This design comes from an exercise in tuning for small area, a short achievable clock period and few clock cycles on the open sky130 flow, not from production work.
The RTL was checked by simulation tests, not by an equivalence proof against the original design.
Power is estimated from default activity; no workload was simulated.

Design sccpu, start of the top module:
module sccpu( clk, rst, instr, readdata, PC, MemWrite, aluout, writedata);
Size: roughly 67000 µm² of cells after synthesis.
Settings: LEC_CHECK=0, CAP_MARGIN=20, CORE_MARGIN=2, CORE_UTILIZATION=55, CTS_CLUSTER_DIAMETER=80, CTS_CLUSTER_SIZE=24, PLACE_DENSITY=0.7, SLEW_MARGIN=20, SYNTH_HIERARCHICAL=1, TNS_END_PERCENT=0; clock period 15.0 ns.
standard.sh (not shown) runs the stock make flow with config.mk's settings and CLKGATE_MAP_FILE= SYNTH_SCRIPT=/design/flow/synth_recipe.tcl, a recipe that flattens the netlist after the stock synthesis.
==> flow/flow/run.sh <==
#!/bin/bash
# Own layout flow: the standard flow (standard.sh), with the standard
# synthesis run first and on its own. For the layout steps it changes only
# how timing is repaired:
#  - timing repair aims for a setup slack of MARGIN ns at the design's clock
#    period, so the layout is optimised for a shorter period than 15 ns;
#  - every port still gets a buffer, but a plain buffer rather than the delay
#    cell buffer_ports picks by default;
#  - gate sizing may use any cell of the same function, not only cells of the
#    same footprint.
set -euo pipefail
MARGIN=10.7
bash standard.sh synth > synth.log 2>&1
bash standard.sh SETUP_SLACK_MARGIN=$MARGIN MATCH_CELL_FOOTPRINT=0 \
   "BUFFER_PORTS_ARGS=-buffer_cell sky130_fd_sc_hd__buf_4" finish > layout.log 2>&1
Testbench counts at the start, summed over its fixed seeds: cycles 70,900.
Change:
Settings changed: CORE_UTILIZATION 55 to 60, PLACE_DENSITY 0.7 to default.
Result: The changed run passed the timing, design-rule and antenna checks; area after synthesis does not change; count of clock-buffer cells in the layout came out higher by 22; routed wire length fell by 4.9%; via count went down by 2.3%; fmax decreases by 2.1%; worst setup slack degrades by 96 ps; total power falls by 1.4%; hold slack loses 6.4 ps.
Change:
--- a/flow/flow/run.sh
+++ b/flow/flow/run.sh
@@ -10 +10,3 @@
-#    same footprint.
+#    same footprint;
+#  - after floorplanning, the flip-flops that drive output ports are given
+#    drive strength 4 (flow/io_flops.tcl).
@@ -15 +17,2 @@
-   "BUFFER_PORTS_ARGS=-buffer_cell sky130_fd_sc_hd__buf_4" finish > layout.log 2>&1
+   "BUFFER_PORTS_ARGS=-buffer_cell sky130_fd_sc_hd__buf_4" \
+   POST_FLOORPLAN_TCL=$PWD/flow/io_flops.tcl finish > layout.log 2>&1
==> flow/flow/io_flops.tcl (new file) <==
# Upsize the flip-flops that drive output ports to drive strength 4 (same
# cell type, stronger drive): they drive long wires to the ports' buffers.
set block [ord::get_db_block]
foreach bterm [$block getBTerms] {
  if {[$bterm getIoType] != "OUTPUT"} { continue }
  set net [$bterm getNet]
  if {$net == "NULL"} { continue }
  foreach iterm [$net getITerms] {
    if {![$iterm isOutputSignal]} { continue }
    set inst [$iterm getInst]
    set master [[$inst getMaster] getName]
    if {[regexp {^(sky130_fd_sc_hd__(dfxtp|dfrtp))_[12]$} $master -> base]} {
      replace_cell [$inst getName] ${base}_4
    }
  }
}
Settings changed: CORE_UTILIZATION 60 to 55.
What happened:
- The changed run finished with timing, DRC and antenna clean
- die area came out higher by a little under a tenth
- area after synthesis is unchanged
- sequential share of layout area went up by 0.14 points
- first-iteration DRC count fell by roughly a tenth
- worst setup slack is better by 160 ps
- total power is higher slightly
Change:
--- a/flow/flow/run.sh
+++ b/flow/flow/run.sh
@@ -10,3 +10 @@
-#    same footprint;
-#  - after floorplanning, the flip-flops that drive output ports are given
-#    drive strength 4 (flow/io_flops.tcl).
+#    same footprint.
@@ -17,2 +15 @@
-   "BUFFER_PORTS_ARGS=-buffer_cell sky130_fd_sc_hd__buf_4" \
-   POST_FLOORPLAN_TCL=$PWD/flow/io_flops.tcl finish > layout.log 2>&1
+   "BUFFER_PORTS_ARGS=-buffer_cell sky130_fd_sc_hd__buf_4" finish > layout.log 2>&1
removed: flow/flow/io_flops.tcl
The new run completed without violations.
Global-route usage rises by 0.77 points.
Clock power is about the same.
Clock skew barely changes.
Clock-buffer cell count rises by 1.
Sequential share of layout area is lower by 0.14 points.
Power barely changes.
Routed wire length increases slightly.
Area after synthesis does not change.
Change:
Settings changed: CORE_UTILIZATION 55 to 50.
After rerunning: The new run finished with timing, DRC and antenna clean. Die area came out higher by 9.9%. Clock power grows by about 4%. Final area went up by 0.52%. Synthesized area does not change. Utilization goes down by 5.2 points. Wire length came out higher by 1.1%. Worst setup slack is worse by 120 ps.
Change:
--- a/flow/flow/run.sh
+++ b/flow/flow/run.sh
@@ -12 +12 @@
-MARGIN=10.7
+MARGIN=10.6
Settings changed: CORE_UTILIZATION 50 to 55.
Effect:
- flip-flop and latch count is unchanged
- via count barely changes
- worst hold slack is better by 6.7 ps


Another version of the RTL of sccpu (not shown whole).
For scale: about 5300 cells after synthesis, roughly 1300 flip-flops, about 160 I/O pins, ~0.067 mm² of cells after synthesis.
export LEC_CHECK = 0
export CAP_MARGIN = 20
export CORE_MARGIN = 2
export CORE_UTILIZATION = 55
export CTS_CLUSTER_DIAMETER = 80
export CTS_CLUSTER_SIZE = 24
export SLEW_MARGIN = 20
export SYNTH_HIERARCHICAL = 1
create_clock -name core_clock -period 15.0 [get_ports {clk}]
==> flow/flow/run.sh <==
#!/bin/bash
# Own layout flow: the standard flow (standard.sh), with the standard
# synthesis run first and on its own. For the layout steps it changes only
# how timing is repaired:
#  - timing repair aims for a setup slack of MARGIN ns at the design's clock
#    period, so the layout is optimised for a shorter period than 15 ns;
#  - every port still gets a buffer, but a plain buffer rather than the delay
#    cell buffer_ports picks by default;
#  - gate sizing may use any cell of the same function, not only cells of the
#    same footprint.
set -euo pipefail
MARGIN=10.7
bash standard.sh synth > synth.log 2>&1
bash standard.sh SETUP_SLACK_MARGIN=$MARGIN MATCH_CELL_FOOTPRINT=0 \
   "BUFFER_PORTS_ARGS=-buffer_cell sky130_fd_sc_hd__buf_4" finish > layout.log 2>&1
Testbench counts at the start, summed over its fixed seeds: cycles 75,828.
Change:
- TNS_END_PERCENT: not set -> 0
After rerunning: Setup slack is worse by 0.11 ns; core utilization is lower by 1.1 points; via count is lower slightly; sequential cell count is unchanged; hold slack is better by 0.0052 ns; area after synthesis does not change.

-- what the ideal ports hide --
The flow's constraints put no driver on any port. The routed layouts listed below were extracted and timed again, unchanged, in two steps. Step 1 sets driving cells, clkbuf_16 on the clock port and buf_2 on the other inputs (assumed; they add their load-dependent delay and slew). Step 2 also shifts input and output timing later by t, the mid clock arrival at the registers, as if the neighbouring blocks saw the same clock. a / b / c = ideal / step 1 / step 2; a / b = the first two.
run | shift t [ns] | setup slack, ns | worst hold slack (ns)
the first run of note 1 | 0.802 | 10.529 / 10.522 / 10.297 | 0.472 / 0.472 / 0.472
the second run of note 1 | 0.768 | 10.433 / 10.433 / 9.961 | 0.466 / 0.466 / 0.466
the third run of note 1 | 0.792 | 10.595 / 10.512 / 10.105 | 0.469 / 0.469 / 0.469
the fourth run of note 1 | 0.778 | 10.634 / 10.550 / 10.039 | 0.461 / 0.461 / 0.461
the fifth run of note 1 | 0.797 | 10.512 / 10.479 / 10.091 | 0.463 / 0.463 / 0.463
the sixth run of note 1 | 0.793 | 10.514 / 10.427 / 9.988 | 0.470 / 0.470 / 0.470
the first run of note 2 | 0.770 | 10.630 / 10.629 / 10.033 | 0.354 / 0.354 / 0.354
the second run of note 2 | 0.746 | 10.524 / 10.501 / 9.994 | 0.359 / 0.359 / 0.359
After both steps every run listed still meets setup and hold. For the first run of note 2, which loses most, drivers alone change the setup slack by -0.001 ns; drivers and shift together by -0.597 ns.
